What follows belongs to an exercise in optimizing a design on an open flow for small area, a short achievable clock period and few clock cycles per item; a production flow would make more cautious choices.
No functional check of the RTL was part of any run shown here.

## flow/config.mk

```make
export PLATFORM = sky130hd
export DESIGN_NAME = simple_generic_matrix_mult
export DESIGN_NICKNAME = simple_generic_matrix_mult
export VERILOG_FILES = /design/flow/design.v
export SDC_FILE = /design/flow/constraint.sdc
export NUM_CORES = 4
export LEC_CHECK = 0
export ABC_CLOCK_PERIOD_IN_PS = 3000
export CAP_MARGIN = 20
export CORE_MARGIN = 2
export CORE_UTILIZATION = 40
export SETUP_SLACK_MARGIN = 5
export SLEW_MARGIN = 20
export SYNTH_HIERARCHICAL = 1
export SYNTH_MINIMUM_KEEP_SIZE = 0
```

## flow/constraint.sdc

```tcl
create_clock -name core_clock -period 10.0 [get_ports {clk}]
set_input_delay 2.0000 -clock core_clock [delete_from_list [all_inputs] [get_ports {clk}]]
set_output_delay 2.0000 -clock core_clock [all_outputs]
set_load 0.01 [all_outputs]
```

## flow/design.v

```verilog
module simple_generic_matrix_mult #(
    parameter integer M = 3,
    parameter integer N = 3,
    parameter integer P = 3,
    parameter integer DATA_WIDTH = 8
)(
    input  wire clk,
    input  wire rst,
    input  wire start,
    input  wire signed [DATA_WIDTH-1:0] a_in,
    input  wire [$clog2(M*N)-1:0] a_addr,
    input  wire a_wen,
    input  wire signed [DATA_WIDTH-1:0] b_in,
    input  wire [$clog2(N*P)-1:0] b_addr,
    input  wire b_wen,
    output reg [2*DATA_WIDTH-1:0] c_out,
    output reg c_valid,
    output reg done
);
    localparam integer E = 1;    
    reg [7:0] A [0:8];
    reg [7:0] B [0:8];
    always @(posedge clk) begin
        if (a_wen) A[a_addr] <= a_in;
        if (b_wen) B[b_addr] <= b_in;
    end
    reg [3:0] t;
    reg [2:0] row, col;    
    wire adv = start | (t != 0);
    always @(posedge clk or posedge rst) begin
        if (rst) begin
            t <= 0;
            row <= 3'b001;
            col <= 3'b001;
            c_valid <= 0;
            done <= 0;
        end else begin
            c_valid <= adv && (t >= E) && (t <= E + 8);
            done <= (t == E + 8);
            t <= (t == E + 8) ? 4'd0 : adv ? t + 4'd1 : 4'd0;
            if (adv && t <= 8) begin
                col <= {col[1:0], col[2]};
                if (col[2]) row <= {row[1:0], row[2]};
            end
        end
    end
    wire [7:0] ma0 = ({8{row[0]}} & A[0]) | ({8{row[1]}} & A[3]) | ({8{row[2]}} & A[6]);
    wire [7:0] ma1 = ({8{row[0]}} & A[1]) | ({8{row[1]}} & A[4]) | ({8{row[2]}} & A[7]);
    wire [7:0] ma2 = ({8{row[0]}} & A[2]) | ({8{row[1]}} & A[5]) | ({8{row[2]}} & A[8]);
    wire [7:0] mb0 = ({8{col[0]}} & B[0]) | ({8{col[1]}} & B[1]) | ({8{col[2]}} & B[2]);
    wire [7:0] mb1 = ({8{col[0]}} & B[3]) | ({8{col[1]}} & B[4]) | ({8{col[2]}} & B[5]);
    wire [7:0] mb2 = ({8{col[0]}} & B[6]) | ({8{col[1]}} & B[7]) | ({8{col[2]}} & B[8]);
    wire [7:0] a0 = ma0, a1 = ma1, a2 = ma2, b0 = mb0, b1 = mb1, b2 = mb2;
    wire pp0_0_0, pp0_0_1, pp0_0_2, pp0_0_3, pp0_0_4, pp0_0_5, pp0_0_6, pp0_0_7, pp0_1_0, pp0_1_1, pp0_1_2, pp0_1_3, pp0_1_4, pp0_1_5, pp0_1_6, pp0_1_7, pp0_2_0, pp0_2_1, pp0_2_2, pp0_2_3, pp0_2_4, pp0_2_5, pp0_2_6, pp0_2_7, pp0_3_0, pp0_3_1, pp0_3_2, pp0_3_3, pp0_3_4, pp0_3_5, pp0_3_6, pp0_3_7, pp0_4_0, pp0_4_1, pp0_4_2, pp0_4_3, pp0_4_4, pp0_4_5, pp0_4_6, pp0_4_7, pp0_5_0, pp0_5_1, pp0_5_2, pp0_5_3, pp0_5_4, pp0_5_5, pp0_5_6, pp0_5_7, pp0_6_0, pp0_6_1, pp0_6_2, pp0_6_3, pp0_6_4, pp0_6_5, pp0_6_6, pp0_6_7, pp0_7_0, pp0_7_1, pp0_7_2, pp0_7_3, pp0_7_4, pp0_7_5, pp0_7_6, pp0_7_7, pp1_0_0, pp1_0_1, pp1_0_2, pp1_0_3, pp1_0_4, pp1_0_5, pp1_0_6, pp1_0_7, pp1_1_0, pp1_1_1, pp1_1_2, pp1_1_3, pp1_1_4, pp1_1_5, pp1_1_6, pp1_1_7, pp1_2_0, pp1_2_1, pp1_2_2, pp1_2_3, pp1_2_4, pp1_2_5, pp1_2_6, pp1_2_7, pp1_3_0, pp1_3_1, pp1_3_2, pp1_3_3, pp1_3_4, pp1_3_5, pp1_3_6, pp1_3_7, pp1_4_0, pp1_4_1, pp1_4_2, pp1_4_3, pp1_4_4, pp1_4_5, pp1_4_6, pp1_4_7, pp1_5_0, pp1_5_1, pp1_5_2, pp1_5_3, pp1_5_4, pp1_5_5, pp1_5_6, pp1_5_7, pp1_6_0, pp1_6_1, pp1_6_2, pp1_6_3, pp1_6_4, pp1_6_5, pp1_6_6, pp1_6_7, pp1_7_0, pp1_7_1, pp1_7_2, pp1_7_3, pp1_7_4, pp1_7_5, pp1_7_6, pp1_7_7, pp2_0_0, pp2_0_1, pp2_0_2, pp2_0_3, pp2_0_4, pp2_0_5, pp2_0_6, pp2_0_7, pp2_1_0, pp2_1_1, pp2_1_2, pp2_1_3, pp2_1_4, pp2_1_5, pp2_1_6, pp2_1_7, pp2_2_0, pp2_2_1, pp2_2_2, pp2_2_3, pp2_2_4, pp2_2_5, pp2_2_6, pp2_2_7, pp2_3_0, pp2_3_1, pp2_3_2, pp2_3_3, pp2_3_4, pp2_3_5, pp2_3_6, pp2_3_7, pp2_4_0, pp2_4_1, pp2_4_2, pp2_4_3, pp2_4_4, pp2_4_5, pp2_4_6, pp2_4_7, pp2_5_0, pp2_5_1, pp2_5_2, pp2_5_3, pp2_5_4, pp2_5_5, pp2_5_6, pp2_5_7, pp2_6_0, pp2_6_1, pp2_6_2, pp2_6_3, pp2_6_4, pp2_6_5, pp2_6_6, pp2_6_7, pp2_7_0, pp2_7_1, pp2_7_2, pp2_7_3, pp2_7_4, pp2_7_5, pp2_7_6, pp2_7_7, s1, c2, s3, c4, s5, c6, s7, c8, s9, c10, s11, c12, s13, c14, s15, c16, s17, c18, s19, c20, s21, c22, s23, c24, s25, c26, s27, c28, s29, c30, s31, c32, s33, c34, s35, c36, s37, c38, s39, c40, s41, c42, s43, c44, s45, c46, s47, c48, s49, c50, s51, c52, s53, c54, s55, c56, s57, c58, s59, c60, s61, c62, s63, c64, s65, c66, s67, c68, s69, c70, s71, c72, s73, c74, s75, c76, s77, c78, s79, c80, s81, c82, s83, c84, s85, c86, s87, c88, s89, c90, s91, c92, s93, c94, s95, c96, s97, c98, s99, c100, s101, c102, s103, c104, s105, c106, s107, c108, s109, c110, s111, c112, s113, c114, s115, c116, s117, c118, s119, c120, s121, c122, s123, c124, s125, c126, s127, c128, s129, c130, s131, c132, s133, c134, s135, c136, s137, c138, s139, c140, s141, c142, s143, c144, s145, c146, s147, c148, s149, c150, s151, c152, s153, c154, s155, c156, s157, c158, s159, c160, s161, c162, s163, c164, s165, c166, s167, c168, s169, c170, s171, c172, s173, c174, s175, c176, s177, c178, s179, c180, s181, c182, s183, c184, s185, c186, s187, c188, s189, c190, s191, c192, s193, c194, s195, c196, s197, c198, s199, c200, s201, c202, s203, c204, s205, c206, s207, c208, s209, c210, s211, c212, s213, c214, s215, c216, s217, c218, s219, c220, s221, c222, s223, c224, s225, c226, s227, c228, s229, c230, s231, c232, s233, c234, s235, c236, s237, c238, s239, c240, s241, c242, s243, c244, s245, c246, s247, c248, s249, c250, s251, c252, s253, s254, c255, s256, c257, s258, c259, s260, c261, s262, c263, s264, c265, s266, c267, s268, c269, s270, c271, s272, c273, s274, c275, s276, c277, s278, c279, s280, c281, s282, c283, s284, c285, s286, c287, s288, c289, s290, c291, s292, c293, s294, c295, s296, c297, s298, c299, s300, c301, s302, c303, s304, c305, s306, c307, s308, c309, s310, c311, s312, c313, s314, c315, s316, c317, s318, c319, s320, c321, s322, c323, s324, c325, s326, c327, s328, c329, s330, c331, s332, c333, s334, c335, s336, c337, s338;
    assign pp0_0_0 = a0[0] & b0[0];
    assign pp0_0_1 = a0[0] & b0[1];
    assign pp0_0_2 = a0[0] & b0[2];
    assign pp0_0_3 = a0[0] & b0[3];
    assign pp0_0_4 = a0[0] & b0[4];
    assign pp0_0_5 = a0[0] & b0[5];
    assign pp0_0_6 = a0[0] & b0[6];
    assign pp0_0_7 = ~(a0[0] & b0[7]);
    assign pp0_1_0 = a0[1] & b0[0];
    assign pp0_1_1 = a0[1] & b0[1];
    assign pp0_1_2 = a0[1] & b0[2];
    assign pp0_1_3 = a0[1] & b0[3];
    assign pp0_1_4 = a0[1] & b0[4];
    assign pp0_1_5 = a0[1] & b0[5];
    assign pp0_1_6 = a0[1] & b0[6];
    assign pp0_1_7 = ~(a0[1] & b0[7]);
    assign pp0_2_0 = a0[2] & b0[0];
    assign pp0_2_1 = a0[2] & b0[1];
    assign pp0_2_2 = a0[2] & b0[2];
    assign pp0_2_3 = a0[2] & b0[3];
    assign pp0_2_4 = a0[2] & b0[4];
    assign pp0_2_5 = a0[2] & b0[5];
    assign pp0_2_6 = a0[2] & b0[6];
    assign pp0_2_7 = ~(a0[2] & b0[7]);
    assign pp0_3_0 = a0[3] & b0[0];
    assign pp0_3_1 = a0[3] & b0[1];
    assign pp0_3_2 = a0[3] & b0[2];
    assign pp0_3_3 = a0[3] & b0[3];
    assign pp0_3_4 = a0[3] & b0[4];
    assign pp0_3_5 = a0[3] & b0[5];
    assign pp0_3_6 = a0[3] & b0[6];
    assign pp0_3_7 = ~(a0[3] & b0[7]);
    assign pp0_4_0 = a0[4] & b0[0];
    assign pp0_4_1 = a0[4] & b0[1];
    assign pp0_4_2 = a0[4] & b0[2];
    assign pp0_4_3 = a0[4] & b0[3];
    assign pp0_4_4 = a0[4] & b0[4];
    assign pp0_4_5 = a0[4] & b0[5];
    assign pp0_4_6 = a0[4] & b0[6];
    assign pp0_4_7 = ~(a0[4] & b0[7]);
    assign pp0_5_0 = a0[5] & b0[0];
    assign pp0_5_1 = a0[5] & b0[1];
    assign pp0_5_2 = a0[5] & b0[2];
    assign pp0_5_3 = a0[5] & b0[3];
    assign pp0_5_4 = a0[5] & b0[4];
    assign pp0_5_5 = a0[5] & b0[5];
    assign pp0_5_6 = a0[5] & b0[6];
    assign pp0_5_7 = ~(a0[5] & b0[7]);
    assign pp0_6_0 = a0[6] & b0[0];
    assign pp0_6_1 = a0[6] & b0[1];
    assign pp0_6_2 = a0[6] & b0[2];
    assign pp0_6_3 = a0[6] & b0[3];
    assign pp0_6_4 = a0[6] & b0[4];
    assign pp0_6_5 = a0[6] & b0[5];
    assign pp0_6_6 = a0[6] & b0[6];
    assign pp0_6_7 = ~(a0[6] & b0[7]);
    assign pp0_7_0 = ~(a0[7] & b0[0]);
    assign pp0_7_1 = ~(a0[7] & b0[1]);
    assign pp0_7_2 = ~(a0[7] & b0[2]);
    assign pp0_7_3 = ~(a0[7] & b0[3]);
    assign pp0_7_4 = ~(a0[7] & b0[4]);
    assign pp0_7_5 = ~(a0[7] & b0[5]);
    assign pp0_7_6 = ~(a0[7] & b0[6]);
    assign pp0_7_7 = a0[7] & b0[7];
    assign pp1_0_0 = a1[0] & b1[0];
    assign pp1_0_1 = a1[0] & b1[1];
    assign pp1_0_2 = a1[0] & b1[2];
    assign pp1_0_3 = a1[0] & b1[3];
    assign pp1_0_4 = a1[0] & b1[4];
    assign pp1_0_5 = a1[0] & b1[5];
    assign pp1_0_6 = a1[0] & b1[6];
    assign pp1_0_7 = ~(a1[0] & b1[7]);
    assign pp1_1_0 = a1[1] & b1[0];
    assign pp1_1_1 = a1[1] & b1[1];
    assign pp1_1_2 = a1[1] & b1[2];
    assign pp1_1_3 = a1[1] & b1[3];
    assign pp1_1_4 = a1[1] & b1[4];
    assign pp1_1_5 = a1[1] & b1[5];
    assign pp1_1_6 = a1[1] & b1[6];
    assign pp1_1_7 = ~(a1[1] & b1[7]);
    assign pp1_2_0 = a1[2] & b1[0];
    assign pp1_2_1 = a1[2] & b1[1];
    assign pp1_2_2 = a1[2] & b1[2];
    assign pp1_2_3 = a1[2] & b1[3];
    assign pp1_2_4 = a1[2] & b1[4];
    assign pp1_2_5 = a1[2] & b1[5];
    assign pp1_2_6 = a1[2] & b1[6];
    assign pp1_2_7 = ~(a1[2] & b1[7]);
    assign pp1_3_0 = a1[3] & b1[0];
    assign pp1_3_1 = a1[3] & b1[1];
    assign pp1_3_2 = a1[3] & b1[2];
    assign pp1_3_3 = a1[3] & b1[3];
    assign pp1_3_4 = a1[3] & b1[4];
    assign pp1_3_5 = a1[3] & b1[5];
    assign pp1_3_6 = a1[3] & b1[6];
    assign pp1_3_7 = ~(a1[3] & b1[7]);
    assign pp1_4_0 = a1[4] & b1[0];
    assign pp1_4_1 = a1[4] & b1[1];
    assign pp1_4_2 = a1[4] & b1[2];
    assign pp1_4_3 = a1[4] & b1[3];
    assign pp1_4_4 = a1[4] & b1[4];
    assign pp1_4_5 = a1[4] & b1[5];
    assign pp1_4_6 = a1[4] & b1[6];
    assign pp1_4_7 = ~(a1[4] & b1[7]);
    assign pp1_5_0 = a1[5] & b1[0];
    assign pp1_5_1 = a1[5] & b1[1];
    assign pp1_5_2 = a1[5] & b1[2];
    assign pp1_5_3 = a1[5] & b1[3];
    assign pp1_5_4 = a1[5] & b1[4];
    assign pp1_5_5 = a1[5] & b1[5];
    assign pp1_5_6 = a1[5] & b1[6];
    assign pp1_5_7 = ~(a1[5] & b1[7]);
    assign pp1_6_0 = a1[6] & b1[0];
    assign pp1_6_1 = a1[6] & b1[1];
    assign pp1_6_2 = a1[6] & b1[2];
    assign pp1_6_3 = a1[6] & b1[3];
    assign pp1_6_4 = a1[6] & b1[4];
    assign pp1_6_5 = a1[6] & b1[5];
    assign pp1_6_6 = a1[6] & b1[6];
    assign pp1_6_7 = ~(a1[6] & b1[7]);
    assign pp1_7_0 = ~(a1[7] & b1[0]);
    assign pp1_7_1 = ~(a1[7] & b1[1]);
    assign pp1_7_2 = ~(a1[7] & b1[2]);
    assign pp1_7_3 = ~(a1[7] & b1[3]);
    assign pp1_7_4 = ~(a1[7] & b1[4]);
    assign pp1_7_5 = ~(a1[7] & b1[5]);
    assign pp1_7_6 = ~(a1[7] & b1[6]);
    assign pp1_7_7 = a1[7] & b1[7];
    assign pp2_0_0 = a2[0] & b2[0];
    assign pp2_0_1 = a2[0] & b2[1];
    assign pp2_0_2 = a2[0] & b2[2];
    assign pp2_0_3 = a2[0] & b2[3];
    assign pp2_0_4 = a2[0] & b2[4];
    assign pp2_0_5 = a2[0] & b2[5];
    assign pp2_0_6 = a2[0] & b2[6];
    assign pp2_0_7 = ~(a2[0] & b2[7]);
    assign pp2_1_0 = a2[1] & b2[0];
    assign pp2_1_1 = a2[1] & b2[1];
    assign pp2_1_2 = a2[1] & b2[2];
    assign pp2_1_3 = a2[1] & b2[3];
    assign pp2_1_4 = a2[1] & b2[4];
    assign pp2_1_5 = a2[1] & b2[5];
    assign pp2_1_6 = a2[1] & b2[6];
    assign pp2_1_7 = ~(a2[1] & b2[7]);
    assign pp2_2_0 = a2[2] & b2[0];
    assign pp2_2_1 = a2[2] & b2[1];
    assign pp2_2_2 = a2[2] & b2[2];
    assign pp2_2_3 = a2[2] & b2[3];
    assign pp2_2_4 = a2[2] & b2[4];
    assign pp2_2_5 = a2[2] & b2[5];
    assign pp2_2_6 = a2[2] & b2[6];
    assign pp2_2_7 = ~(a2[2] & b2[7]);
    assign pp2_3_0 = a2[3] & b2[0];
    assign pp2_3_1 = a2[3] & b2[1];
    assign pp2_3_2 = a2[3] & b2[2];
    assign pp2_3_3 = a2[3] & b2[3];
    assign pp2_3_4 = a2[3] & b2[4];
    assign pp2_3_5 = a2[3] & b2[5];
    assign pp2_3_6 = a2[3] & b2[6];
    assign pp2_3_7 = ~(a2[3] & b2[7]);
    assign pp2_4_0 = a2[4] & b2[0];
    assign pp2_4_1 = a2[4] & b2[1];
    assign pp2_4_2 = a2[4] & b2[2];
    assign pp2_4_3 = a2[4] & b2[3];
    assign pp2_4_4 = a2[4] & b2[4];
    assign pp2_4_5 = a2[4] & b2[5];
    assign pp2_4_6 = a2[4] & b2[6];
    assign pp2_4_7 = ~(a2[4] & b2[7]);
    assign pp2_5_0 = a2[5] & b2[0];
    assign pp2_5_1 = a2[5] & b2[1];
    assign pp2_5_2 = a2[5] & b2[2];
    assign pp2_5_3 = a2[5] & b2[3];
    assign pp2_5_4 = a2[5] & b2[4];
    assign pp2_5_5 = a2[5] & b2[5];
    assign pp2_5_6 = a2[5] & b2[6];
    assign pp2_5_7 = ~(a2[5] & b2[7]);
    assign pp2_6_0 = a2[6] & b2[0];
    assign pp2_6_1 = a2[6] & b2[1];
    assign pp2_6_2 = a2[6] & b2[2];
    assign pp2_6_3 = a2[6] & b2[3];
    assign pp2_6_4 = a2[6] & b2[4];
    assign pp2_6_5 = a2[6] & b2[5];
    assign pp2_6_6 = a2[6] & b2[6];
    assign pp2_6_7 = ~(a2[6] & b2[7]);
    assign pp2_7_0 = ~(a2[7] & b2[0]);
    assign pp2_7_1 = ~(a2[7] & b2[1]);
    assign pp2_7_2 = ~(a2[7] & b2[2]);
    assign pp2_7_3 = ~(a2[7] & b2[3]);
    assign pp2_7_4 = ~(a2[7] & b2[4]);
    assign pp2_7_5 = ~(a2[7] & b2[5]);
    assign pp2_7_6 = ~(a2[7] & b2[6]);
    assign pp2_7_7 = a2[7] & b2[7];
    mm_fa u_s1 (.a(pp0_0_0), .b(pp1_0_0), .c(pp2_0_0), .s(s1), .co(c2));
    mm_fa u_s3 (.a(pp0_0_1), .b(pp0_1_0), .c(pp1_0_1), .s(s3), .co(c4));
    mm_fa u_s5 (.a(pp1_1_0), .b(pp2_0_1), .c(pp2_1_0), .s(s5), .co(c6));
    mm_fa u_s7 (.a(pp0_0_2), .b(pp0_1_1), .c(pp0_2_0), .s(s7), .co(c8));
    mm_fa u_s9 (.a(pp1_0_2), .b(pp1_1_1), .c(pp1_2_0), .s(s9), .co(c10));
    mm_fa u_s11 (.a(pp2_0_2), .b(pp2_1_1), .c(pp2_2_0), .s(s11), .co(c12));
    mm_fa u_s13 (.a(pp0_0_3), .b(pp0_1_2), .c(pp0_2_1), .s(s13), .co(c14));
    mm_fa u_s15 (.a(pp0_3_0), .b(pp1_0_3), .c(pp1_1_2), .s(s15), .co(c16));
    mm_fa u_s17 (.a(pp1_2_1), .b(pp1_3_0), .c(pp2_0_3), .s(s17), .co(c18));
    mm_fa u_s19 (.a(pp2_1_2), .b(pp2_2_1), .c(pp2_3_0), .s(s19), .co(c20));
    mm_fa u_s21 (.a(pp0_0_4), .b(pp0_1_3), .c(pp0_2_2), .s(s21), .co(c22));
    mm_fa u_s23 (.a(pp0_3_1), .b(pp0_4_0), .c(pp1_0_4), .s(s23), .co(c24));
    mm_fa u_s25 (.a(pp1_1_3), .b(pp1_2_2), .c(pp1_3_1), .s(s25), .co(c26));
    mm_fa u_s27 (.a(pp1_4_0), .b(pp2_0_4), .c(pp2_1_3), .s(s27), .co(c28));
    mm_fa u_s29 (.a(pp2_2_2), .b(pp2_3_1), .c(pp2_4_0), .s(s29), .co(c30));
    mm_fa u_s31 (.a(pp0_0_5), .b(pp0_1_4), .c(pp0_2_3), .s(s31), .co(c32));
    mm_fa u_s33 (.a(pp0_3_2), .b(pp0_4_1), .c(pp0_5_0), .s(s33), .co(c34));
    mm_fa u_s35 (.a(pp1_0_5), .b(pp1_1_4), .c(pp1_2_3), .s(s35), .co(c36));
    mm_fa u_s37 (.a(pp1_3_2), .b(pp1_4_1), .c(pp1_5_0), .s(s37), .co(c38));
    mm_fa u_s39 (.a(pp2_0_5), .b(pp2_1_4), .c(pp2_2_3), .s(s39), .co(c40));
    mm_fa u_s41 (.a(pp2_3_2), .b(pp2_4_1), .c(pp2_5_0), .s(s41), .co(c42));
    mm_fa u_s43 (.a(pp0_0_6), .b(pp0_1_5), .c(pp0_2_4), .s(s43), .co(c44));
    mm_fa u_s45 (.a(pp0_3_3), .b(pp0_4_2), .c(pp0_5_1), .s(s45), .co(c46));
    mm_fa u_s47 (.a(pp0_6_0), .b(pp1_0_6), .c(pp1_1_5), .s(s47), .co(c48));
    mm_fa u_s49 (.a(pp1_2_4), .b(pp1_3_3), .c(pp1_4_2), .s(s49), .co(c50));
    mm_fa u_s51 (.a(pp1_5_1), .b(pp1_6_0), .c(pp2_0_6), .s(s51), .co(c52));
    mm_fa u_s53 (.a(pp2_1_5), .b(pp2_2_4), .c(pp2_3_3), .s(s53), .co(c54));
    mm_fa u_s55 (.a(pp2_4_2), .b(pp2_5_1), .c(pp2_6_0), .s(s55), .co(c56));
    mm_fa u_s57 (.a(pp0_0_7), .b(pp0_1_6), .c(pp0_2_5), .s(s57), .co(c58));
    mm_fa u_s59 (.a(pp0_3_4), .b(pp0_4_3), .c(pp0_5_2), .s(s59), .co(c60));
    mm_fa u_s61 (.a(pp0_6_1), .b(pp0_7_0), .c(pp1_0_7), .s(s61), .co(c62));
    mm_fa u_s63 (.a(pp1_1_6), .b(pp1_2_5), .c(pp1_3_4), .s(s63), .co(c64));
    mm_fa u_s65 (.a(pp1_4_3), .b(pp1_5_2), .c(pp1_6_1), .s(s65), .co(c66));
    mm_fa u_s67 (.a(pp1_7_0), .b(pp2_0_7), .c(pp2_1_6), .s(s67), .co(c68));
    mm_fa u_s69 (.a(pp2_2_5), .b(pp2_3_4), .c(pp2_4_3), .s(s69), .co(c70));
    mm_fa u_s71 (.a(pp2_5_2), .b(pp2_6_1), .c(pp2_7_0), .s(s71), .co(c72));
    mm_fa u_s73 (.a(pp0_1_7), .b(pp0_2_6), .c(pp0_3_5), .s(s73), .co(c74));
    mm_fa u_s75 (.a(pp0_4_4), .b(pp0_5_3), .c(pp0_6_2), .s(s75), .co(c76));
    mm_fa u_s77 (.a(pp0_7_1), .b(pp1_1_7), .c(pp1_2_6), .s(s77), .co(c78));
    mm_fa u_s79 (.a(pp1_3_5), .b(pp1_4_4), .c(pp1_5_3), .s(s79), .co(c80));
    mm_fa u_s81 (.a(pp1_6_2), .b(pp1_7_1), .c(pp2_1_7), .s(s81), .co(c82));
    mm_fa u_s83 (.a(pp2_2_6), .b(pp2_3_5), .c(pp2_4_4), .s(s83), .co(c84));
    mm_fa u_s85 (.a(pp2_5_3), .b(pp2_6_2), .c(pp2_7_1), .s(s85), .co(c86));
    mm_fa u_s87 (.a(pp0_2_7), .b(pp0_3_6), .c(pp0_4_5), .s(s87), .co(c88));
    mm_fa u_s89 (.a(pp0_5_4), .b(pp0_6_3), .c(pp0_7_2), .s(s89), .co(c90));
    mm_fa u_s91 (.a(pp1_2_7), .b(pp1_3_6), .c(pp1_4_5), .s(s91), .co(c92));
    mm_fa u_s93 (.a(pp1_5_4), .b(pp1_6_3), .c(pp1_7_2), .s(s93), .co(c94));
    mm_fa u_s95 (.a(pp2_2_7), .b(pp2_3_6), .c(pp2_4_5), .s(s95), .co(c96));
    mm_fa u_s97 (.a(pp2_5_4), .b(pp2_6_3), .c(pp2_7_2), .s(s97), .co(c98));
    mm_fa u_s99 (.a(pp0_3_7), .b(pp0_4_6), .c(pp0_5_5), .s(s99), .co(c100));
    mm_fa u_s101 (.a(pp0_6_4), .b(pp0_7_3), .c(pp1_3_7), .s(s101), .co(c102));
    mm_fa u_s103 (.a(pp1_4_6), .b(pp1_5_5), .c(pp1_6_4), .s(s103), .co(c104));
    mm_fa u_s105 (.a(pp1_7_3), .b(pp2_3_7), .c(pp2_4_6), .s(s105), .co(c106));
    mm_fa u_s107 (.a(pp2_5_5), .b(pp2_6_4), .c(pp2_7_3), .s(s107), .co(c108));
    mm_fa u_s109 (.a(pp0_4_7), .b(pp0_5_6), .c(pp0_6_5), .s(s109), .co(c110));
    mm_fa u_s111 (.a(pp0_7_4), .b(pp1_4_7), .c(pp1_5_6), .s(s111), .co(c112));
    mm_fa u_s113 (.a(pp1_6_5), .b(pp1_7_4), .c(pp2_4_7), .s(s113), .co(c114));
    mm_fa u_s115 (.a(pp2_5_6), .b(pp2_6_5), .c(pp2_7_4), .s(s115), .co(c116));
    mm_fa u_s117 (.a(pp0_5_7), .b(pp0_6_6), .c(pp0_7_5), .s(s117), .co(c118));
    mm_fa u_s119 (.a(pp1_5_7), .b(pp1_6_6), .c(pp1_7_5), .s(s119), .co(c120));
    mm_fa u_s121 (.a(pp2_5_7), .b(pp2_6_6), .c(pp2_7_5), .s(s121), .co(c122));
    mm_fa u_s123 (.a(pp0_6_7), .b(pp0_7_6), .c(pp1_6_7), .s(s123), .co(c124));
    mm_fa u_s125 (.a(pp1_7_6), .b(pp2_6_7), .c(pp2_7_6), .s(s125), .co(c126));
    mm_fa u_s127 (.a(pp0_7_7), .b(pp1_7_7), .c(pp2_7_7), .s(s127), .co(c128));
    mm_fa u_s129 (.a(c2), .b(s3), .c(s5), .s(s129), .co(c130));
    mm_fa u_s131 (.a(c4), .b(c6), .c(s7), .s(s131), .co(c132));
    mm_fa u_s133 (.a(c8), .b(c10), .c(c12), .s(s133), .co(c134));
    mm_fa u_s135 (.a(s13), .b(s15), .c(s17), .s(s135), .co(c136));
    mm_fa u_s137 (.a(c14), .b(c16), .c(c18), .s(s137), .co(c138));
    mm_fa u_s139 (.a(c20), .b(s21), .c(s23), .s(s139), .co(c140));
    mm_fa u_s141 (.a(s25), .b(s27), .c(s29), .s(s141), .co(c142));
    mm_fa u_s143 (.a(c22), .b(c24), .c(c26), .s(s143), .co(c144));
    mm_fa u_s145 (.a(c28), .b(c30), .c(s31), .s(s145), .co(c146));
    mm_fa u_s147 (.a(s33), .b(s35), .c(s37), .s(s147), .co(c148));
    mm_fa u_s149 (.a(c32), .b(c34), .c(c36), .s(s149), .co(c150));
    mm_fa u_s151 (.a(c38), .b(c40), .c(c42), .s(s151), .co(c152));
    mm_fa u_s153 (.a(s43), .b(s45), .c(s47), .s(s153), .co(c154));
    mm_fa u_s155 (.a(s49), .b(s51), .c(s53), .s(s155), .co(c156));
    mm_fa u_s157 (.a(c44), .b(c46), .c(c48), .s(s157), .co(c158));
    mm_fa u_s159 (.a(c50), .b(c52), .c(c54), .s(s159), .co(c160));
    mm_fa u_s161 (.a(c56), .b(s57), .c(s59), .s(s161), .co(c162));
    mm_fa u_s163 (.a(s61), .b(s63), .c(s65), .s(s163), .co(c164));
    mm_fa u_s165 (.a(s67), .b(s69), .c(s71), .s(s165), .co(c166));
    mm_fa u_s167 (.a(c58), .b(c60), .c(c62), .s(s167), .co(c168));
    mm_fa u_s169 (.a(c64), .b(c66), .c(c68), .s(s169), .co(c170));
    mm_fa u_s171 (.a(c70), .b(c72), .c(s73), .s(s171), .co(c172));
    mm_fa u_s173 (.a(s75), .b(s77), .c(s79), .s(s173), .co(c174));
    mm_fa u_s175 (.a(s81), .b(s83), .c(s85), .s(s175), .co(c176));
    mm_fa u_s177 (.a(c74), .b(c76), .c(c78), .s(s177), .co(c178));
    mm_fa u_s179 (.a(c80), .b(c82), .c(c84), .s(s179), .co(c180));
    mm_fa u_s181 (.a(c86), .b(s87), .c(s89), .s(s181), .co(c182));
    mm_fa u_s183 (.a(s91), .b(s93), .c(s95), .s(s183), .co(c184));
    mm_fa u_s185 (.a(c88), .b(c90), .c(c92), .s(s185), .co(c186));
    mm_fa u_s187 (.a(c94), .b(c96), .c(c98), .s(s187), .co(c188));
    mm_fa u_s189 (.a(s99), .b(s101), .c(s103), .s(s189), .co(c190));
    mm_fa u_s191 (.a(c100), .b(c102), .c(c104), .s(s191), .co(c192));
    mm_fa u_s193 (.a(c106), .b(c108), .c(s109), .s(s193), .co(c194));
    mm_fa u_s195 (.a(s111), .b(s113), .c(s115), .s(s195), .co(c196));
    mm_fa u_s197 (.a(c110), .b(c112), .c(c114), .s(s197), .co(c198));
    mm_fa u_s199 (.a(c116), .b(s117), .c(s119), .s(s199), .co(c200));
    mm_fa u_s201 (.a(c118), .b(c120), .c(c122), .s(s201), .co(c202));
    mm_fa u_s203 (.a(c124), .b(c126), .c(s127), .s(s203), .co(c204));
    mm_fa u_s205 (.a(c130), .b(s131), .c(s9), .s(s205), .co(c206));
    mm_fa u_s207 (.a(c132), .b(s133), .c(s135), .s(s207), .co(c208));
    mm_fa u_s209 (.a(c134), .b(c136), .c(s137), .s(s209), .co(c210));
    mm_fa u_s211 (.a(c138), .b(c140), .c(c142), .s(s211), .co(c212));
    mm_fa u_s213 (.a(s143), .b(s145), .c(s147), .s(s213), .co(c214));
    mm_fa u_s215 (.a(c144), .b(c146), .c(c148), .s(s215), .co(c216));
    mm_fa u_s217 (.a(s149), .b(s151), .c(s153), .s(s217), .co(c218));
    mm_fa u_s219 (.a(c150), .b(c152), .c(c154), .s(s219), .co(c220));
    mm_fa u_s221 (.a(c156), .b(s157), .c(s159), .s(s221), .co(c222));
    mm_fa u_s223 (.a(s161), .b(s163), .c(s165), .s(s223), .co(c224));
    mm_fa u_s225 (.a(c158), .b(c160), .c(c162), .s(s225), .co(c226));
    mm_fa u_s227 (.a(c164), .b(c166), .c(s167), .s(s227), .co(c228));
    mm_fa u_s229 (.a(s169), .b(s171), .c(s173), .s(s229), .co(c230));
    mm_fa u_s231 (.a(c168), .b(c170), .c(c172), .s(s231), .co(c232));
    mm_fa u_s233 (.a(c174), .b(c176), .c(s177), .s(s233), .co(c234));
    mm_fa u_s235 (.a(s179), .b(s181), .c(s183), .s(s235), .co(c236));
    mm_fa u_s237 (.a(c178), .b(c180), .c(c182), .s(s237), .co(c238));
    mm_fa u_s239 (.a(c184), .b(s185), .c(s187), .s(s239), .co(c240));
    mm_fa u_s241 (.a(s189), .b(s105), .c(s107), .s(s241), .co(c242));
    mm_fa u_s243 (.a(c186), .b(c188), .c(c190), .s(s243), .co(c244));
    mm_fa u_s245 (.a(s191), .b(s193), .c(s195), .s(s245), .co(c246));
    mm_fa u_s247 (.a(c192), .b(c194), .c(c196), .s(s247), .co(c248));
    mm_fa u_s249 (.a(s197), .b(s199), .c(s121), .s(s249), .co(c250));
    mm_fa u_s251 (.a(c198), .b(c200), .c(s201), .s(s251), .co(c252));
    assign s253 = c204 ^ c128 ^ 1'b1;
    mm_fa u_s254 (.a(c206), .b(s207), .c(s19), .s(s254), .co(c255));
    mm_fa u_s256 (.a(c208), .b(s209), .c(s139), .s(s256), .co(c257));
    mm_fa u_s258 (.a(c210), .b(s211), .c(s213), .s(s258), .co(c259));
    mm_fa u_s260 (.a(c212), .b(c214), .c(s215), .s(s260), .co(c261));
    mm_fa u_s262 (.a(s217), .b(s155), .c(s55), .s(s262), .co(c263));
    mm_fa u_s264 (.a(c216), .b(c218), .c(s219), .s(s264), .co(c265));
    mm_fa u_s266 (.a(c220), .b(c222), .c(c224), .s(s266), .co(c267));
    mm_fa u_s268 (.a(s225), .b(s227), .c(s229), .s(s268), .co(c269));
    mm_fa u_s270 (.a(c226), .b(c228), .c(c230), .s(s270), .co(c271));
    mm_fa u_s272 (.a(s231), .b(s233), .c(s235), .s(s272), .co(c273));
    mm_fa u_s274 (.a(c232), .b(c234), .c(c236), .s(s274), .co(c275));
    mm_fa u_s276 (.a(s237), .b(s239), .c(s241), .s(s276), .co(c277));
    mm_fa u_s278 (.a(c238), .b(c240), .c(c242), .s(s278), .co(c279));
    mm_fa u_s280 (.a(c244), .b(c246), .c(s247), .s(s280), .co(c281));
    mm_fa u_s282 (.a(c248), .b(c250), .c(s251), .s(s282), .co(c283));
    mm_fa u_s284 (.a(c252), .b(c202), .c(s203), .s(s284), .co(c285));
    mm_fa u_s286 (.a(c255), .b(s256), .c(s141), .s(s286), .co(c287));
    mm_fa u_s288 (.a(c257), .b(s258), .c(s39), .s(s288), .co(c289));
    mm_fa u_s290 (.a(c259), .b(s260), .c(s262), .s(s290), .co(c291));
    mm_fa u_s292 (.a(c261), .b(c263), .c(s264), .s(s292), .co(c293));
    mm_fa u_s294 (.a(c265), .b(s266), .c(s268), .s(s294), .co(c295));
    mm_fa u_s296 (.a(c267), .b(c269), .c(s270), .s(s296), .co(c297));
    assign s298 = ~(s272 ^ s97);
    assign c299 = s272 | s97;
    mm_fa u_s300 (.a(c271), .b(c273), .c(s274), .s(s300), .co(c301));
    mm_fa u_s302 (.a(c275), .b(c277), .c(s278), .s(s302), .co(c303));
    mm_fa u_s304 (.a(c279), .b(s280), .c(s249), .s(s304), .co(c305));
    mm_fa u_s306 (.a(c281), .b(s282), .c(s123), .s(s306), .co(c307));
    mm_ha u_s308 (.a(ra_c291), .b(ra_s292), .s(s308), .co(c309));
    mm_fa u_s310 (.a(ra_c293), .b(ra_s294), .c(ra_s175), .s(s310), .co(c311));
    mm_ha u_s312 (.a(ra_c295), .b(ra_s296), .s(s312), .co(c313));
    mm_fa u_s314 (.a(ra_c297), .b(ra_c299), .c(ra_s300), .s(s314), .co(c315));
    mm_fa u_s316 (.a(ra_c301), .b(ra_s302), .c(ra_s243), .s(s316), .co(c317));
    mm_ha u_s318 (.a(ra_c287), .b(ra_s288), .s(s318), .co(c319));
    mm_ha u_s320 (.a(ra_c289), .b(ra_s290), .s(s320), .co(c321));
    mm_fa u_s322 (.a(s308), .b(ra_s221), .c(ra_s223), .s(s322), .co(c323));
    assign s324 = ~(c309 ^ s310);
    assign c325 = c309 | s310;
    mm_fa u_s326 (.a(c311), .b(s312), .c(ra_s298), .s(s326), .co(c327));
    mm_fa u_s328 (.a(c313), .b(s314), .c(ra_s276), .s(s328), .co(c329));
    mm_fa u_s330 (.a(c315), .b(s316), .c(ra_s245), .s(s330), .co(c331));
    mm_fa u_s332 (.a(c317), .b(ra_c303), .c(ra_s304), .s(s332), .co(c333));
    mm_fa u_s334 (.a(ra_c305), .b(ra_s306), .c(ra_s125), .s(s334), .co(c335));
    mm_fa u_s336 (.a(ra_c307), .b(ra_c283), .c(ra_s284), .s(s336), .co(c337));
    assign s338 = ra_c285 ^ ra_s253;
    reg ra_s1, ra_s129, ra_s205, ra_s11, ra_s254, ra_s286, ra_c287, ra_s288, ra_s41, ra_c289, ra_s290, ra_c291, ra_s292, ra_s221, ra_s223, ra_c293, ra_s294, ra_s175, ra_c295, ra_s296, ra_s298, ra_c297, ra_c299, ra_s300, ra_s276, ra_c301, ra_s302, ra_s243, ra_s245, ra_c303, ra_s304, ra_c305, ra_s306, ra_s125, ra_c307, ra_c283, ra_s284, ra_c285, ra_s253;
    always @(posedge clk) begin
        ra_s1 <= s1;
        ra_s129 <= s129;
        ra_s205 <= s205;
        ra_s11 <= s11;
        ra_s254 <= s254;
        ra_s286 <= s286;
        ra_c287 <= c287;
        ra_s288 <= s288;
        ra_s41 <= s41;
        ra_c289 <= c289;
        ra_s290 <= s290;
        ra_c291 <= c291;
        ra_s292 <= s292;
        ra_s221 <= s221;
        ra_s223 <= s223;
        ra_c293 <= c293;
        ra_s294 <= s294;
        ra_s175 <= s175;
        ra_c295 <= c295;
        ra_s296 <= s296;
        ra_s298 <= s298;
        ra_c297 <= c297;
        ra_c299 <= c299;
        ra_s300 <= s300;
        ra_s276 <= s276;
        ra_c301 <= c301;
        ra_s302 <= s302;
        ra_s243 <= s243;
        ra_s245 <= s245;
        ra_c303 <= c303;
        ra_s304 <= s304;
        ra_c305 <= c305;
        ra_s306 <= s306;
        ra_s125 <= s125;
        ra_c307 <= c307;
        ra_c283 <= c283;
        ra_s284 <= s284;
        ra_c285 <= c285;
        ra_s253 <= s253;
    end
    wire [15:0] row1 = {c337, c335, c333, c331, c329, c327, c325, c323, c321, c319, s318, ra_s286, ra_s254, ra_s205, ra_s129, ra_s1};
    wire [15:0] row2 = {s338, s336, s334, s332, s330, s328, s326, s324, s322, s320, ra_s41, 1'b0, 1'b0, ra_s11, 1'b0, 1'b0};
    always @(posedge clk) c_out <= row1 + row2;
endmodule
module mm_fa (input wire a, input wire b, input wire c, output wire s, output wire co);
    assign s = a ^ b ^ c;
    assign co = (a & b) | (a & c) | (b & c);
endmodule
module mm_ha (input wire a, input wire b, output wire s, output wire co);
    assign s = a ^ b;
    assign co = a & b;
endmodule
```

## flow/run.sh

```bash
#!/bin/bash
# synth_recipe.tcl (not shown) runs the flow's synth.tcl, then flattens the netlist and writes it again
# the make line also repeats each setting of config.mk as NAME=value (left out here)
make -C /OpenROAD-flow-scripts/flow DESIGN_CONFIG=/design/flow/config.mk WORK_HOME=/design/flow/orfs CLKGATE_MAP_FILE= SYNTH_SCRIPT=/design/flow/synth_recipe.tcl finish
```

==> reports/results.txt, run 1 <==
1st-iter DRT viols = 566
DIE HEIGHT = 173.9 microns
vias in the first global route = 7,448
GPL Wtd Cong = 0.8704
Cells after Synth = 801
number of buffers added on ports = 46
total global routing overflow = 0
max-slew violation count = 0
max_cap viols = 0
clock skew = 0.01876 ns
Post-synth EDFFs = 144
die area = 30,220 sq um
drc violations = 0
critical path capture point type = flop
HP Class = reg2reg
Root Buffer = clkbuf_16
worst-case clock buffer depth = 3
H-tree levels = 1
Core Rows = 62
Resize count post-CTS = 0
final WL = 25,370 microns
total CTS buffers = 24
post-detailed-route wirelength per cell = 19.51 microns
fillers = 2,543
CORE AREA = 28,550 sq um
mux contribution to synthesized area = 0.007698
ant diodes = 0
post-synth cell types = 40
CP startpoint kind = flop
largest net degree at the start of global routing = 27
CTS Hold Bufs = 0
Fin. Hold Viols = 0
CP max FO = 14
first-pass GRT wire length = 41,090 microns
largest stage delay on the critical path = 0.96 ns
DP Wirelength = 18,770 microns
area of the multi-input gates = 5584 sq um
NumNets Final = 1,111
Routed Antenna Nets = 0
GRT Util Overall = 0.1749
Critical Path RT = 10.40 ns
commonest non-fill, non-tap cell in the layout = nor2_1
status = finished clean
initial antenna violation count = 0
combinational family with the most area after synthesis = adder cells
IO Pins = 47
commonest non-fill, non-tap cells in the layout = nor2_1 (167), fa_1 (162), edfxtp_1 (144)
post-synthesis instance area = 11,540 sq um
crit-path cells = buf_4 > a222oi_1 > nor2_1 > fa_1 > fa_1 > fa_1 > fa_1 > fa_1
Max stage delay cell, worst path = a222oi_1
Reg clk slew, reported paths = 0.06 ns
register area = 5728 sq um
Post-Syn Nets = 1,014
Fin Setup TNS = 0 ns
Max Clk Rate = 0.2146 GHz
synthesis-stage register bit count = 211
Synth Flop Type = edfxtp_1
fraction of layout cells with a size suffix above 1 = 0.1103
# setup viols final = 0
sequential fraction of the synthesis area = 0.4964
XOR/XNOR share of the synthesized area = 0.009867
Post-Place Cells = 1,253
critical path arrival = 5.06 ns
first drt pass iteration count = 6
Post-CTS Repair Setup Buffers = 0
Synth Area in Simple Gates = 0.1031
YS warnings = 7
clock latency on the worst-skew pair = 0.53 ns
via count = 6,744
syn_area_per_cell = 14.41 sq um
Compound-Gate Fraction of Synth Area = 0.05747
RSZ-0062 raised after global routing = false
WS Path Type = reg2reg
most used cell, CP = fa_1
CTS tree = built
clk sinks = 211
Slew headroom = 0.2524
worst-margin pin slew = 1.121 ns
Post-synth ARST share = 0.05687
Final Non-Filler Cells = 1,300
period utilization = 0.4660
crit path time final = 4.660 ns
Initial Utilization = 0.4042
area share of fa/ha/maj cells after synthesis = 0.3049
Via-to-Cell Ratio = 5.188
Die Wd = 173.9 microns
synth-to-layout area growth = 16.88%
-- stage by stage --
| step | setup WS [ns] | cell area [sq um] | utilization | hold slack [ns] |
|---|---|---|---|---|
| finish | 5.340 | 13490 | 0.4725 | 0.3258 |
| global placement | 5.202 | 12610 | 0.4418 | 0.3138 |
| CTS | 5.277 | 13470 | 0.4720 | 0.3265 |
| global route | 5.143 | 13490 | 0.4725 | 0.3339 |
| detailed placement | 5.288 | 12630 | 0.4425 | 0.3128 |
| floorplan | 5.951 | 11540 | - | 0.3096 |
-- registers in the layout, indices dropped and copies added (netlist names), 3 cells and up --
signal	flops
row	3
col	3
A	72
B	72
t	4
c_out	16
-- Yosys cell counts (2+ instances only) --
cell / instances / area share
dfstp_2: 2 / 0.0046
inv_2: 6 / 0.0020
nand3_1: 4 / 0.0017
inv_1: 13 / 0.0042
nor3_1: 7 / 0.0030
clkbuf_1: 3 / 0.00098
edfxtp_1: 144 / 0.37
a22oi_1: 6 / 0.0039
nor2b_1: 4 / 0.0022
a222oi_1: 42 / 0.036
xor2_1: 4 / 0.0030
a21oi_1: 11 / 0.0048
buf_2: 4 / 0.0017
nand2_1: 24 / 0.0078
dfrtp_1: 10 / 0.022
o21ai_0: 5 / 0.0022
fa_1: 162 / 0.28
buf_6: 12 / 0.012
xnor2_1: 9 / 0.0068
nand2b_1: 43 / 0.023
nor2_1: 167 / 0.054
ha_1: 22 / 0.024
or3b_2: 2 / 0.0015
and2_1: 6 / 0.0033
mux2_2: 7 / 0.0068
nand3b_1: 5 / 0.0033
a211oi_1: 4 / 0.0026
a21o_1: 5 / 0.0033
dfxtp_1: 55 / 0.095
nand4_1: 3 / 0.0016
-- per-module statistics from Yosys, one instance, submodules excluded --
module	area, sq um	flops+latches
simple_generic_matrix_mult	8247	211
mm_fa	20.02	0
mm_ha	12.51	0
-- worst paths after layout --
check / start / end / slack [ns] / cells after the start
worst min-delay path: ra_s1 / c_out[0] / 0.33 / 0
worst max register to register: col[1] / ra_s290 / 5.34 / 8
min in group asynchronous: rst / row[1] / 1.78 / 2
worst min register to register: ra_s1 / c_out[0] / 0.33 / 0
max in group asynchronous: rst / col[0] / 7.87 / 2
worst max-delay path: col[1] / ra_s290 / 5.34 / 8
-- critical path, delay by kind of cell, from the launching register on --
| family | cells | cell delay (ns) |
|---|---|---|
| adder cells (fa/ha/maj) | 5 | 2.57 |
| AO/OA/AOI/OAI | 1 | 0.96 |
| flip-flops | 1 | 0.55 |
| AND/OR/NAND/NOR | 1 | 0.18 |
| buffers and inverters | 1 | 0.28 |
-- metal layers --
metal  wire length [microns]  vias to the layer above  global-route usage
li1                        -                     3015                   -
met1                   11150                     3504              0.2374
met2                   12340                      183              0.2943
met3                    1263                       42             0.02741
met4                     622                        0             0.04762
met5                       0                        -                   0
-- cells by family after synthesis --
family	count (synthesis)
mux	8
buf+inv	38
fa+ha+maj	184
compound gates	80
simple gates	267
xor+xnor	13
flops	211
-- final cells by class --
| type | instances | area share |
|---|---|---|
| clock inverters | 15 | 0.01568 |
| repair buffers | 90 | 0.05807 |
| multi-input cells | 552 | 0.4140 |
| well taps | 384 | 0.03562 |
| inverters | 19 | 0.005288 |
| flip-flops and latches | 211 | 0.4247 |
| clock buffers | 29 | 0.04666 |
==> run 2: changes to the inputs <==
--- a/flow/design.v
+++ b/flow/design.v
@@ -18,38 +18,34 @@
     output reg done
 );
     localparam integer E = 1;    
-    reg [7:0] A [0:8];
-    reg [7:0] B [0:8];
-    always @(posedge clk) begin
-        if (a_wen) A[a_addr] <= a_in;
-        if (b_wen) B[b_addr] <= b_in;
-    end
     reg [3:0] t;
-    reg [2:0] row, col;    
-    wire adv = start | (t != 0);
+    wire rd = start | ((t != 0) & (t <= 8));           
+    wire rot_b = rd;                                    
+    wire rot_a = rd & ((t == 2) | (t == 5) | (t == 8));  
     always @(posedge clk or posedge rst) begin
         if (rst) begin
             t <= 0;
-            row <= 3'b001;
-            col <= 3'b001;
             c_valid <= 0;
             done <= 0;
         end else begin
-            c_valid <= adv && (t >= E) && (t <= E + 8);
+            c_valid <= (t >= E) && (t <= E + 8) && (t != 0 || start);
             done <= (t == E + 8);
-            t <= (t == E + 8) ? 4'd0 : adv ? t + 4'd1 : 4'd0;
-            if (adv && t <= 8) begin
-                col <= {col[1:0], col[2]};
-                if (col[2]) row <= {row[1:0], row[2]};
-            end
+            t <= (t == E + 8) ? 4'd0 : (start || t != 0) ? t + 4'd1 : 4'd0;
+        end
+    end
+    reg [7:0] A [0:8];
+    reg [7:0] B [0:8];
+    integer x;
+    always @(posedge clk) begin
+        for (x = 0; x < 9; x = x + 1) begin
+            if (rot_a) A[x] <= A[(x + 3) % 9];
+            else if (a_wen && a_addr == x) A[x] <= a_in;
+            if (rot_b) B[x] <= B[(x % 3 == 2) ? x - 2 : x + 1];
+            else if (b_wen && b_addr == x) B[x] <= b_in;
         end
     end
-    wire [7:0] ma0 = ({8{row[0]}} & A[0]) | ({8{row[1]}} & A[3]) | ({8{row[2]}} & A[6]);
-    wire [7:0] ma1 = ({8{row[0]}} & A[1]) | ({8{row[1]}} & A[4]) | ({8{row[2]}} & A[7]);
-    wire [7:0] ma2 = ({8{row[0]}} & A[2]) | ({8{row[1]}} & A[5]) | ({8{row[2]}} & A[8]);
-    wire [7:0] mb0 = ({8{col[0]}} & B[0]) | ({8{col[1]}} & B[1]) | ({8{col[2]}} & B[2]);
-    wire [7:0] mb1 = ({8{col[0]}} & B[3]) | ({8{col[1]}} & B[4]) | ({8{col[2]}} & B[5]);
-    wire [7:0] mb2 = ({8{col[0]}} & B[6]) | ({8{col[1]}} & B[7]) | ({8{col[2]}} & B[8]);
+    wire [7:0] ma0 = A[0], ma1 = A[1], ma2 = A[2];
+    wire [7:0] mb0 = B[0], mb1 = B[3], mb2 = B[6];
     wire [7:0] a0 = ma0, a1 = ma1, a2 = ma2, b0 = mb0, b1 = mb1, b2 = mb2;
     wire pp0_0_0, pp0_0_1, pp0_0_2, pp0_0_3, pp0_0_4, pp0_0_5, pp0_0_6, pp0_0_7, pp0_1_0, pp0_1_1, pp0_1_2, pp0_1_3, pp0_1_4, pp0_1_5, pp0_1_6, pp0_1_7, pp0_2_0, pp0_2_1, pp0_2_2, pp0_2_3, pp0_2_4, pp0_2_5, pp0_2_6, pp0_2_7, pp0_3_0, pp0_3_1, pp0_3_2, pp0_3_3, pp0_3_4, pp0_3_5, pp0_3_6, pp0_3_7, pp0_4_0, pp0_4_1, pp0_4_2, pp0_4_3, pp0_4_4, pp0_4_5, pp0_4_6, pp0_4_7, pp0_5_0, pp0_5_1, pp0_5_2, pp0_5_3, pp0_5_4, pp0_5_5, pp0_5_6, pp0_5_7, pp0_6_0, pp0_6_1, pp0_6_2, pp0_6_3, pp0_6_4, pp0_6_5, pp0_6_6, pp0_6_7, pp0_7_0, pp0_7_1, pp0_7_2, pp0_7_3, pp0_7_4, pp0_7_5, pp0_7_6, pp0_7_7, pp1_0_0, pp1_0_1, pp1_0_2, pp1_0_3, pp1_0_4, pp1_0_5, pp1_0_6, pp1_0_7, pp1_1_0, pp1_1_1, pp1_1_2, pp1_1_3, pp1_1_4, pp1_1_5, pp1_1_6, pp1_1_7, pp1_2_0, pp1_2_1, pp1_2_2, pp1_2_3, pp1_2_4, pp1_2_5, pp1_2_6, pp1_2_7, pp1_3_0, pp1_3_1, pp1_3_2, pp1_3_3, pp1_3_4, pp1_3_5, pp1_3_6, pp1_3_7, pp1_4_0, pp1_4_1, pp1_4_2, pp1_4_3, pp1_4_4, pp1_4_5, pp1_4_6, pp1_4_7, pp1_5_0, pp1_5_1, pp1_5_2, pp1_5_3, pp1_5_4, pp1_5_5, pp1_5_6, pp1_5_7, pp1_6_0, pp1_6_1, pp1_6_2, pp1_6_3, pp1_6_4, pp1_6_5, pp1_6_6, pp1_6_7, pp1_7_0, pp1_7_1, pp1_7_2, pp1_7_3, pp1_7_4, pp1_7_5, pp1_7_6, pp1_7_7, pp2_0_0, pp2_0_1, pp2_0_2, pp2_0_3, pp2_0_4, pp2_0_5, pp2_0_6, pp2_0_7, pp2_1_0, pp2_1_1, pp2_1_2, pp2_1_3, pp2_1_4, pp2_1_5, pp2_1_6, pp2_1_7, pp2_2_0, pp2_2_1, pp2_2_2, pp2_2_3, pp2_2_4, pp2_2_5, pp2_2_6, pp2_2_7, pp2_3_0, pp2_3_1, pp2_3_2, pp2_3_3, pp2_3_4, pp2_3_5, pp2_3_6, pp2_3_7, pp2_4_0, pp2_4_1, pp2_4_2, pp2_4_3, pp2_4_4, pp2_4_5, pp2_4_6, pp2_4_7, pp2_5_0, pp2_5_1, pp2_5_2, pp2_5_3, pp2_5_4, pp2_5_5, pp2_5_6, pp2_5_7, pp2_6_0, pp2_6_1, pp2_6_2, pp2_6_3, pp2_6_4, pp2_6_5, pp2_6_6, pp2_6_7, pp2_7_0, pp2_7_1, pp2_7_2, pp2_7_3, pp2_7_4, pp2_7_5, pp2_7_6, pp2_7_7, s1, c2, s3, c4, s5, c6, s7, c8, s9, c10, s11, c12, s13, c14, s15, c16, s17, c18, s19, c20, s21, c22, s23, c24, s25, c26, s27, c28, s29, c30, s31, c32, s33, c34, s35, c36, s37, c38, s39, c40, s41, c42, s43, c44, s45, c46, s47, c48, s49, c50, s51, c52, s53, c54, s55, c56, s57, c58, s59, c60, s61, c62, s63, c64, s65, c66, s67, c68, s69, c70, s71, c72, s73, c74, s75, c76, s77, c78, s79, c80, s81, c82, s83, c84, s85, c86, s87, c88, s89, c90, s91, c92, s93, c94, s95, c96, s97, c98, s99, c100, s101, c102, s103, c104, s105, c106, s107, c108, s109, c110, s111, c112, s113, c114, s115, c116, s117, c118, s119, c120, s121, c122, s123, c124, s125, c126, s127, c128, s129, c130, s131, c132, s133, c134, s135, c136, s137, c138, s139, c140, s141, c142, s143, c144, s145, c146, s147, c148, s149, c150, s151, c152, s153, c154, s155, c156, s157, c158, s159, c160, s161, c162, s163, c164, s165, c166, s167, c168, s169, c170, s171, c172, s173, c174, s175, c176, s177, c178, s179, c180, s181, c182, s183, c184, s185, c186, s187, c188, s189, c190, s191, c192, s193, c194, s195, c196, s197, c198, s199, c200, s201, c202, s203, c204, s205, c206, s207, c208, s209, c210, s211, c212, s213, c214, s215, c216, s217, c218, s219, c220, s221, c222, s223, c224, s225, c226, s227, c228, s229, c230, s231, c232, s233, c234, s235, c236, s237, c238, s239, c240, s241, c242, s243, c244, s245, c246, s247, c248, s249, c250, s251, c252, s253, s254, c255, s256, c257, s258, c259, s260, c261, s262, c263, s264, c265, s266, c267, s268, c269, s270, c271, s272, c273, s274, c275, s276, c277, s278, c279, s280, c281, s282, c283, s284, c285, s286, c287, s288, c289, s290, c291, s292, c293, s294, c295, s296, c297, s298, c299, s300, c301, s302, c303, s304, c305, s306, c307, s308, c309, s310, c311, s312, c313, s314, c315, s316, c317, s318, c319, s320, c321, s322, c323, s324, c325, s326, c327, s328, c329, s330, c331, s332, c333, s334, c335, s336, c337, s338;
     assign pp0_0_0 = a0[0] & b0[0];
==> flow/flow/run.sh (new file) <==
#!/bin/bash
set -euo pipefail
bash standard.sh SETUP_SLACK_MARGIN=7 finish > standard_flow.log 2>&1
==> flow/standard.sh (new file) <==
#!/bin/bash
# synth_recipe.tcl (not shown) runs the flow's synth.tcl, then flattens the netlist and writes it again
# the make line also repeats each setting of config.mk as NAME=value (left out here)
make -C /OpenROAD-flow-scripts/flow DESIGN_CONFIG=/design/flow/config.mk WORK_HOME=/design/flow/orfs CLKGATE_MAP_FILE= SYNTH_SCRIPT=/design/flow/synth_recipe.tcl "${@:-finish}"
--- a/flow/config.mk
+++ b/flow/config.mk
@@ -9,7 +9,6 @@
 export CAP_MARGIN = 20
 export CORE_MARGIN = 2
 export CORE_UTILIZATION = 40
-export SETUP_SLACK_MARGIN = 5
 export SLEW_MARGIN = 20
 export SYNTH_HIERARCHICAL = 1
 export SYNTH_MINIMUM_KEEP_SIZE = 0
removed: flow/run.sh
==> run 2 against run 1 <==
Against the previous run: flip-flop and latch count decreased by 6; via count increased by 17%; first-iteration DRC count increased by 17%; largest cell class is now multi-input gates; highest routed layer unchanged.
==> reports/results.txt, run 2 <==
Root Buffer = clkbuf_16
synth-to-layout area growth = 28.40%
Slew headroom = 0.5250
largest stage delay on the critical path = 0.58 ns
Finished Cell Area = 15,930 sq um
first drt pass iteration count = 5
Post-synth ARST share = 0.02927
post-detailed-route wirelength per cell = 20.54 microns
reg2reg setup slack = 6.64 ns
CP startpoint kind = flop
Die Wd = 180.1 microns
NumNets Final = 1,312
commonest non-fill, non-tap cell in the layout = a21o_1
Via-to-Cell Ratio = 5.215
number of buffers added on ports = 46
top cell type's share of synthesized area = 0.3486
synthesis-stage register bit count = 205
YS warnings = 9
Core Rows = 64
status = finished clean
initial antenna violation count = 0
period utilization = 0.3361
DIE HEIGHT = 180.1 microns
DP Wirelength = 19,760 microns
IO Pins = 47
Reg clk slew, reported paths = 0.06 ns
DP Area = 13,450 sq um
GPL Wtd Cong = 0.8002
Initial Utilization = 0.4055
Synth Flop Type = edfxtp_1
Synth top cells by count = and2_1 (166), fa_1 (162), a21o_1 (145)
max_cap viols = 0
worst setup margin = 6.639 ns
CTS tree = built
CP delay by family, top = adder cells
vias in the first global route = 8,367
first-pass GRT wire length = 47,810 microns
clock latency on the worst-skew pair = 0.53 ns
CTS Hold Bufs = 0
top-count cell post-synth = and2_1
RSZ-0062 raised after global routing = true
HP Class = reg2reg
Setup crit start = B[0][6]
critical path depth = 6
Hold Path Origin = ra_s1
CP max FO = 7
total CTS buffers = 24
RR Startpoint = B[0][6]
Post-synth EDFFs = 144
WS Path Type = reg2reg
final WL = 30,990 microns
crit path time final = 3.361 ns
WP buf/inv = 0
drc violations = 0
clock skew = 0.01637 ns
Max Clk Rate = 0.2976 GHz
syn_area_per_cell = 13.54 sq um
Final Non-Filler Cells = 1,509
commonest non-fill, non-tap cells in the layout = a21o_1 (145), edfxtp_1 (144), and2_1 (122)
1st-iter DRT viols = 665
# setup viols final = 0
Routed Antenna Nets = 0
worst-case clock buffer depth = 3
Fin. Hold Viols = 0
crit-path cells = and2_4 > fa_2 > fa_1 > fa_2 > fa_2 > fa_1
via count = 7,869
Cells after Synth = 916
biggest regs = A: 72 flops, B: 72 flops, c_out: 16 flops
Post-Place Cells = 1,320
CORE AREA = 30,590 sq um
DP Worst Slack = 5.853 ns
sequential fraction of the synthesis area = 0.4495
FF-to-FF End = ra_s294
largest net degree at the start of global routing = 73
H-tree levels = 1
Fin Setup TNS = 0 ns
total global routing overflow = 0
ant diodes = 0
die area = 32,430 sq um
top cell type by total area after synthesis = edfxtp_1
worst-margin pin slew = 0.7125 ns
critical path arrival = 3.77 ns
post-synthesis instance area = 12,400 sq um
post-synth cell types = 42
clk sinks = 205
GRT Util Overall = 0.1898
most used cell, CP = fa_2
max-slew violation count = 0
CP endpoint = ra_s294
Fin Hold WS = 0.3259 ns
critical path capture point type = flop
fraction of layout cells with a size suffix above 1 = 0.3217
Max stage delay cell, worst path = fa_2
R2R depth = 6
Critical Path RT = 10.41 ns
Post-Syn Nets = 1,130
synth top area cells = edfxtp_1 (35%), fa_1 (26%), dfxtp_1 (8.9%)
==> run 2: cell types whose count changed in the layout (fill, tap and decap cells not counted), moves of 45 or more <==
cell	before	now
a21o_1	5	145
fa_2	0	72
fa_1	162	90
buf_4	39	100
nor2_1	167	8
and2_1	6	122
and2_4	0	45
==> run 2: cell type report <==
class                           instances  area, sq um
Clock buffer                           28        615.6
Clock inverter                         13        177.7
Fill cell                            2609        14660
Inverter                               14        52.55
Multi-Input combinational cell        660         7177
Sequential cell                       205         5580
Tap cell                              396        495.5
Timing Repair Buffer                  193         1827
==> run 2: worst register-to-register path, cell delays in order (launching register included) <==
cell and delay (ns):
edfxtp_1 0.54, and2_4 0.24, fa_2 0.58, fa_1 0.45, fa_2 0.57, fa_2 0.44, fa_1 0.42
==> run 2: timing repair <==
item                                    in CTS  in global routing
pin swaps                                   33                 13
resized for setup                          154                 55
setup buffers                              114                 18
endpoints found under the setup margin     329                247
gates cloned                                 2                 14
==> run 2: routing by layer <==
layer  GRT usage  up-vias  routed length [microns]
li1            -     3524                        -
met1      0.2620     4114                    13560
met2      0.3154      189                    15180
met3     0.02789       42                     1489
met4     0.05194        0                      758
met5           0        -                        0
==> run 2: worst min-delay path by stage <==
stage	end	cells after the start
after floorplan	c_out[0]	0
after global placement	c_out[0]	0
after detailed placement	c_out[0]	0
after CTS	c_out[0]	0
after global routing	c_out[1]	0
final	c_out[0]	0
==> run 2: cells by family after synthesis <==
family	count (synthesis)	share of synthesized area
XOR/XNOR	12	0.009080
adder cells (fa/ha/maj)	185	0.2847
flip-flops	205	0.4495
AO/OA/AOI/OAI	197	0.1141
buffers and inverters	54	0.02118
AND/OR/NAND/NOR	263	0.1215
==> run 2: per-module statistics from Yosys, one instance, submodules excluded <==
module | cell area [sq um] | flip-flops and latches | copies in the design
simple_generic_matrix_mult | 9110 | 205 | 1
mm_fa | 20.02 | 0 | 162
mm_ha | 12.51 | 0 | 4
==> run 2: stage by stage <==
| step | util |
|---|---|
| 2_1_floorplan | - |
| 3_3_place_gp | 0.4397 |
| 3_5_place_dp | 0.4397 |
| 4_1_cts | 0.5036 |
| 5_1_grt | 0.5206 |
| 6_report | 0.5206 |

## port drivers added, routing unchanged
The flow's constraints put no driver on any port. The routed layouts listed below were extracted and timed again, unchanged, in two steps.
Step 1: set_driving_cell puts a clkbuf_16 on clk and a buf_2 on each other input, an assumption about the parent block.
Step 2 adds t to the input delays and takes it off the output delays; t is the mean of the earliest and latest rising clock arrival at the registers after step 1. Input paths then give back, and output paths get back, about the clock's delay inside the block.
Three values: ideal ports, drivers, drivers and shift; two values: the first two.
run | t, ns | setup WS [ns] | worst setup path at the end | pins driven straight from the clock port
run 1 | 0.571 | 5.340 / 5.340 / 5.340 | register to register | 1
run 2 | 0.570 | 6.639 / 6.639 / 6.457 | input to register | 1
After both steps every run listed still meets setup and hold. For run 2, which loses most, drivers alone change the setup slack by 0.000 ns; drivers and shift together by -0.182 ns.
